What follows belongs to an exercise in optimizing a design on an open flow for small area; a production flow would make more cautious choices.
In this exercise RTL edits were held to simulation tests only and were not proved equivalent to the original.
Power figures rest on the tool's default switching activity, not on a simulated workload.

==> flow/design.v <==
module CSRFile (
    input             clk,
    input             live,
    input      [31:0] wdata,
    input             ms_w, ms_s, ms_c,    
    input             ie_w, ie_s, ie_c,    
    input             ip_w, ip_s, ip_c,    
    input             tv_w,                
    input             ep_w,                
    input             ca_w,                
    input             ca_trap,             
    input      [31:0] trap_cause,
    input             ep_trap,             
    input      [31:0] trap_pc,
    input             ep_scratch,          
    input      [31:0] scratch,
    input             ms_enter,            
    input             ms_exit,             
    output reg [31:0] mstatus,
    output reg [31:0] mie,
    output reg [31:0] mtvec,
    output reg [31:0] mepc,
    output reg [31:0] mcause,
    output reg [31:0] mip
);
    wire ms_set = ms_w | ms_s, ms_keep = ~ms_w & live;
    wire ie_set = ie_w | ie_s, ie_keep = ~ie_w & live;
    wire ip_set = ip_w | ip_s, ip_keep = ~ip_w & live;
    wire tv_keep = ~tv_w & live;
    wire ep_keep = ~(ep_w | ep_trap | ep_scratch) & live;
    wire ca_keep = ~(ca_w | ca_trap) & live;
    wire [31:0] ms_next = (wdata & {32{ms_set}}) | (mstatus & {32{ms_keep}} & ~(wdata & {32{ms_c}}));
    always @(posedge clk) begin
        mstatus <= {ms_next[31:8],
                    ms_enter ? mstatus[3] : (ms_exit | ms_next[7]),
                    ms_next[6:4],
                    ~ms_enter & (ms_exit ? mstatus[7] : ms_next[3]),
                    ms_next[2:0]};
        mie    <= (wdata & {32{ie_set}}) | (mie & {32{ie_keep}} & ~(wdata & {32{ie_c}}));
        mip    <= (wdata & {32{ip_set}}) | (mip & {32{ip_keep}} & ~(wdata & {32{ip_c}}));
        mtvec  <= (wdata & {32{tv_w}}) | (mtvec & {32{tv_keep}});
        mepc   <= (scratch & {32{ep_scratch}}) | (trap_pc & {32{ep_trap}}) | (wdata & {32{ep_w}})
                | (mepc & {32{ep_keep}});
        mcause <= (trap_cause & {32{ca_trap}}) | (wdata & {32{ca_w}}) | (mcause & {32{ca_keep}});
    end
endmodule
module ExceptionHandler (
    input  wire        clk,
    input  wire        rst,
    input  wire        exception,
    input  wire        mret,
    input  wire [31:0] mcause_in,
    input  wire [31:0] pc_actual,
    input  wire        csr_op_valid,
    input  wire [2:0]  csr_op_type,       
    input  wire [11:0] csr_op_addr,
    input  wire [31:0] csr_op_wdata,
    output wire [31:0] csr_op_rdata,
    output wire        csr_op_done,
    output wire [31:0] mtvec_vect_out,
    output wire [31:0] mepc_out,
    output wire        exception_handling_flag
);
    localparam IDLE = 3'd0, CSR = 3'd1, P0 = 3'd2, P1 = 3'd3,
               P2 = 3'd4, H1 = 3'd5, H2 = 3'd6, RST = 3'd7;
    reg [2:0] st;
    reg [2:0] rd;
    reg       live;
    wire s_csr = (st == CSR);
    wire a_ms = (csr_op_addr == 12'h300);
    wire a_ie = (csr_op_addr == 12'h304);
    wire a_tv = (csr_op_addr == 12'h305);
    wire a_ep = (csr_op_addr == 12'h341);
    wire a_ca = (csr_op_addr == 12'h342);
    wire a_ip = (csr_op_addr == 12'h344);
    wire t_r = s_csr & (csr_op_type == 3'd0);
    wire t_w = s_csr & (csr_op_type == 3'd1);
    wire t_s = s_csr & (csr_op_type == 3'd2);
    wire t_c = s_csr & (csr_op_type == 3'd3);
    wire [31:0] mstatus, mie, mtvec, mepc, mcause, mip;
    wire [31:0] scratch;
    CSRFile u_csrfile (
        .clk(clk), .live(live),
        .wdata(csr_op_wdata),
        .ms_w(t_w & a_ms), .ms_s(t_s & a_ms), .ms_c(t_c & a_ms),
        .ie_w(t_w & a_ie), .ie_s(t_s & a_ie), .ie_c(t_c & a_ie),
        .ip_w(t_w & a_ip), .ip_s(t_s & a_ip), .ip_c(t_c & a_ip),
        .tv_w(t_w & a_tv), .ep_w(t_w & a_ep), .ca_w(t_w & a_ca),
        .ca_trap(st == P0), .trap_cause(mcause_in),
        .ep_trap(st == P1), .trap_pc(pc_actual),
        .ep_scratch(st == P0), .scratch(scratch),
        .ms_enter(st == P2), .ms_exit(st == RST),
        .mstatus(mstatus), .mie(mie), .mtvec(mtvec), .mepc(mepc),
        .mcause(mcause), .mip(mip));
    always @(posedge clk or negedge rst) begin
        if (!rst) begin
            st <= IDLE;
            rd <= 3'd0;
            live <= 1'b0;
        end else begin
            live <= 1'b1;
            case (st)
                IDLE:    st <= exception ? P0 : csr_op_valid ? CSR : IDLE;
                P0:      st <= P1;
                P1:      st <= P2;
                P2:      st <= H1;
                H1, H2:  st <= mret ? RST : H2;
                default: st <= IDLE;
            endcase
            if (!s_csr)          rd <= 3'd0;
            else if (!t_r)       rd <= 3'd1;
            else if (a_ms)       rd <= 3'd2;
            else if (a_ie)       rd <= 3'd3;
            else if (a_tv)       rd <= 3'd4;
            else if (a_ep)       rd <= 3'd5;
            else if (a_ca)       rd <= 3'd6;
            else if (a_ip)       rd <= 3'd7;
            else                 rd <= 3'd1;
        end
    end
    assign csr_op_done = (rd != 3'd0);
    assign csr_op_rdata = ({32{rd == 3'd2}} & mstatus)
                        | ({32{rd == 3'd3}} & mie)
                        | ({32{rd == 3'd4}} & mtvec)
                        | ({32{rd == 3'd5}} & mepc)
                        | ({32{rd == 3'd6}} & mcause)
                        | ({32{rd == 3'd7}} & mip);
    wire        mode = mtvec[0];
    wire [14:0] la = mtvec[16:2];
    wire [14:0] lb = mcause_in[14:0] & {15{mode}};
    wire [15:0] lc;
    assign lc[0] = 1'b0;
    genvar i;
    generate for (i = 0; i < 15; i = i + 1) begin : g_lo
        assign lc[i+1] = (la[i] & lb[i]) | (lc[i] & (la[i] ^ lb[i]));
    end endgenerate
    assign scratch = {15'd0, la ^ lb ^ lc[14:0], 1'b0, lc[15]};
    wire [14:0] ha = mtvec[31:17];
    wire [14:0] hb = mcause[29:15] & {15{mode}};
    wire [15:0] hc;
    assign hc[0] = mepc[0];
    generate for (i = 0; i < 15; i = i + 1) begin : g_hi
        assign hc[i+1] = (ha[i] & hb[i]) | (hc[i] & (ha[i] ^ hb[i]));
    end endgenerate
    wire [29:0] vec = {ha ^ hb ^ hc[14:0], mepc[16:2]};
    assign mtvec_vect_out = {vec & {30{st == P1}}, 2'b00};
    assign mepc_out = mepc & {32{st == P2}};
    assign exception_handling_flag = (st == H2) | (st == RST);
endmodule
export LEC_CHECK = 0
export ABC_AREA = 1
export CAP_MARGIN = 20
export CORE_MARGIN = 2
export CORE_UTILIZATION = 40
export SLEW_MARGIN = 20
create_clock -name core_clock -period 10.0 [get_ports {clk}]
standard.sh (not shown) runs the stock make flow with config.mk's settings and CLKGATE_MAP_FILE= SYNTH_SCRIPT=/design/flow/synth_recipe.tcl, a recipe that flattens the netlist after the stock synthesis.
==> flow/flow/run.sh <==
#!/bin/bash
# Own layout flow: the standard ORFS flow with three changes:
#  - synthesis is the standard flow's own script (synth_recipe.tcl) with a different ABC
#    script for the combinational logic (area.abc), run with several seeds,
#    keeping the smallest mapping (synth.tcl); registers are untouched;
#  - port buffers use the smallest buffer cell;
#  - clock tree with its own clustering and buffer choice, no dummy loads.
# Each tool's output goes to a log in the work folder.
set -euo pipefail
W=$PWD
F=$W/flow
export MY_ABC_SCRIPT=$F/area.abc
export MY_ABC_SEEDS="1 2 3 4 5 6 7 8 9 10"
RES=$W/orfs/results/sky130hd/ExceptionHandler/base
MK=(make -C "$FLOW_HOME" DESIGN_CONFIG="$W/config.mk" WORK_HOME="$W/orfs" CLKGATE_MAP_FILE=
    SYNTH_SCRIPT="$F/synth.tcl")

"${MK[@]}" synth > "$W/flow_synth.log" 2>&1

"${MK[@]}" "BUFFER_PORTS_ARGS=-buffer_cell sky130_fd_sc_hd__buf_1" \
    "CTS_ARGS=$(cat "$F/cts_args.txt")" finish > "$W/flow_layout.log" 2>&1

: # left out here: write the final layout as DEF
Other scripts of this flow, unchanged in this note and not shown: flow/flow/area.abc, flow/flow/cts_args.txt, flow/flow/synth.tcl
Next try:
--- a/flow/design.v
+++ b/flow/design.v
@@ -9,14 +9,12 @@
     input             ep_w,                
     input             ca_w,                
     input             ca_trap,             
     input      [31:0] trap_cause,
     input             ep_trap,             
     input      [31:0] trap_pc,
-    input             ep_scratch,          
-    input      [31:0] scratch,
     input             ms_enter,            
     input             ms_exit,             
     output reg [31:0] mstatus,
     output reg [31:0] mie,
     output reg [31:0] mtvec,
     output reg [31:0] mepc,
@@ -24,26 +22,25 @@
     output reg [31:0] mip
 );
     wire ms_set = ms_w | ms_s, ms_keep = ~ms_w & live;
     wire ie_set = ie_w | ie_s, ie_keep = ~ie_w & live;
     wire ip_set = ip_w | ip_s, ip_keep = ~ip_w & live;
     wire tv_keep = ~tv_w & live;
-    wire ep_keep = ~(ep_w | ep_trap | ep_scratch) & live;
+    wire ep_keep = ~(ep_w | ep_trap) & live;
     wire ca_keep = ~(ca_w | ca_trap) & live;
     wire [31:0] ms_next = (wdata & {32{ms_set}}) | (mstatus & {32{ms_keep}} & ~(wdata & {32{ms_c}}));
     always @(posedge clk) begin
         mstatus <= {ms_next[31:8],
                     ms_enter ? mstatus[3] : (ms_exit | ms_next[7]),
                     ms_next[6:4],
                     ~ms_enter & (ms_exit ? mstatus[7] : ms_next[3]),
                     ms_next[2:0]};
         mie    <= (wdata & {32{ie_set}}) | (mie & {32{ie_keep}} & ~(wdata & {32{ie_c}}));
         mip    <= (wdata & {32{ip_set}}) | (mip & {32{ip_keep}} & ~(wdata & {32{ip_c}}));
         mtvec  <= (wdata & {32{tv_w}}) | (mtvec & {32{tv_keep}});
-        mepc   <= (scratch & {32{ep_scratch}}) | (trap_pc & {32{ep_trap}}) | (wdata & {32{ep_w}})
-                | (mepc & {32{ep_keep}});
+        mepc   <= (trap_pc & {32{ep_trap}}) | (wdata & {32{ep_w}}) | (mepc & {32{ep_keep}});
         mcause <= (trap_cause & {32{ca_trap}}) | (wdata & {32{ca_w}}) | (mcause & {32{ca_keep}});
     end
 endmodule
 module ExceptionHandler (
     input  wire        clk,
     input  wire        rst,
@@ -75,23 +72,21 @@
     wire a_ip = (csr_op_addr == 12'h344);
     wire t_r = s_csr & (csr_op_type == 3'd0);
     wire t_w = s_csr & (csr_op_type == 3'd1);
     wire t_s = s_csr & (csr_op_type == 3'd2);
     wire t_c = s_csr & (csr_op_type == 3'd3);
     wire [31:0] mstatus, mie, mtvec, mepc, mcause, mip;
-    wire [31:0] scratch;
     CSRFile u_csrfile (
         .clk(clk), .live(live),
         .wdata(csr_op_wdata),
         .ms_w(t_w & a_ms), .ms_s(t_s & a_ms), .ms_c(t_c & a_ms),
         .ie_w(t_w & a_ie), .ie_s(t_s & a_ie), .ie_c(t_c & a_ie),
         .ip_w(t_w & a_ip), .ip_s(t_s & a_ip), .ip_c(t_c & a_ip),
         .tv_w(t_w & a_tv), .ep_w(t_w & a_ep), .ca_w(t_w & a_ca),
         .ca_trap(st == P0), .trap_cause(mcause_in),
         .ep_trap(st == P1), .trap_pc(pc_actual),
-        .ep_scratch(st == P0), .scratch(scratch),
         .ms_enter(st == P2), .ms_exit(st == RST),
         .mstatus(mstatus), .mie(mie), .mtvec(mtvec), .mepc(mepc),
         .mcause(mcause), .mip(mip));
     always @(posedge clk or negedge rst) begin
         if (!rst) begin
             st <= IDLE;
@@ -122,28 +117,32 @@
     assign csr_op_rdata = ({32{rd == 3'd2}} & mstatus)
                         | ({32{rd == 3'd3}} & mie)
                         | ({32{rd == 3'd4}} & mtvec)
                         | ({32{rd == 3'd5}} & mepc)
                         | ({32{rd == 3'd6}} & mcause)
                         | ({32{rd == 3'd7}} & mip);
-    wire        mode = mtvec[0];
-    wire [14:0] la = mtvec[16:2];
-    wire [14:0] lb = mcause_in[14:0] & {15{mode}};
-    wire [15:0] lc;
-    assign lc[0] = 1'b0;
+    wire [14:0] pa = mtvec[16:2];
+    wire [14:0] pb = mcause_in[14:0] & {15{mtvec[0]}};
+    wire [15:0] pc;
+    assign pc[0] = 1'b0;
     genvar i;
-    generate for (i = 0; i < 15; i = i + 1) begin : g_lo
-        assign lc[i+1] = (la[i] & lb[i]) | (lc[i] & (la[i] ^ lb[i]));
+    generate for (i = 0; i < 15; i = i + 1) begin : g_pre
+        assign pc[i+1] = (pa[i] & pb[i]) | (pc[i] & (pa[i] | pb[i]));
     end endgenerate
-    assign scratch = {15'd0, la ^ lb ^ lc[14:0], 1'b0, lc[15]};
-    wire [14:0] ha = mtvec[31:17];
-    wire [14:0] hb = mcause[29:15] & {15{mode}};
-    wire [15:0] hc;
-    assign hc[0] = mepc[0];
-    generate for (i = 0; i < 15; i = i + 1) begin : g_hi
-        assign hc[i+1] = (ha[i] & hb[i]) | (hc[i] & (ha[i] ^ hb[i]));
+    reg c15;
+    always @(posedge clk) c15 <= pc[15];
+    wire [29:0] va = mtvec[31:2];
+    wire [29:0] vb = mcause[29:0] & {30{mtvec[0]}};
+    wire [30:0] vc;
+    assign vc[0] = 1'b0;
+    generate for (i = 0; i < 30; i = i + 1) begin : g_add
+        if (i == 15) begin : g_mid
+            assign vc[i+1] = (va[i] & vb[i]) | (c15 & (va[i] ^ vb[i]));
+        end else begin : g_bit
+            assign vc[i+1] = (va[i] & vb[i]) | (vc[i] & (va[i] ^ vb[i]));
+        end
     end endgenerate
-    wire [29:0] vec = {ha ^ hb ^ hc[14:0], mepc[16:2]};
+    wire [29:0] vec = va ^ vb ^ {vc[29:16], c15, vc[14:0]};
     assign mtvec_vect_out = {vec & {30{st == P1}}, 2'b00};
     assign mepc_out = mepc & {32{st == P2}};
     assign exception_handling_flag = (st == H2) | (st == RST);
 endmodule
Setup slack got worse by 0.027 ns.
Sequential share of layout area hardly moves.
Final cell count is lower by about 0.4%.
Total power is higher by 8.9%.
Clock skew grows by 0.010 ns.
Die area climbs by 1.4%.
Hold slack is worse by 0.0055 ns.
Maximum frequency stays flat.
Routed wire length climbs by 7.3%.
Final area goes up by 0.56%.
Core utilization hardly moves.
Synthesized cell count stays flat.
Synthesized area went up by about 1.4%.
Clock-buffer cell count is unchanged.

-- separate check: timing with driven ports --
The results above use ideal ports. As a check the final layouts listed here were re-extracted and re-timed, cells and wires unchanged.
Step 1 sets driving cells, clkbuf_16 on the clock port and buf_2 on the other inputs (assumed; they add their load-dependent delay and slew).
Step 2 times the ports against the registers' clock, not the clock port: input delays grow and output delays shrink by t, the midpoint of the rising clock arrivals with the driver on.
Slacks: ideal / step 1 / step 2; pairs: ideal / step 1.
run	shift t [ns]	setup WS [ns]	worst setup path at the end	clock arrival spread, ns
the first run	0.477	0.507 / 0.460 / 0.936	register to output	0.024 / 0.023
the second run	0.476	0.480 / 0.432 / 0.908	register to output	0.031 / 0.030
After both steps every run listed still meets setup and hold.
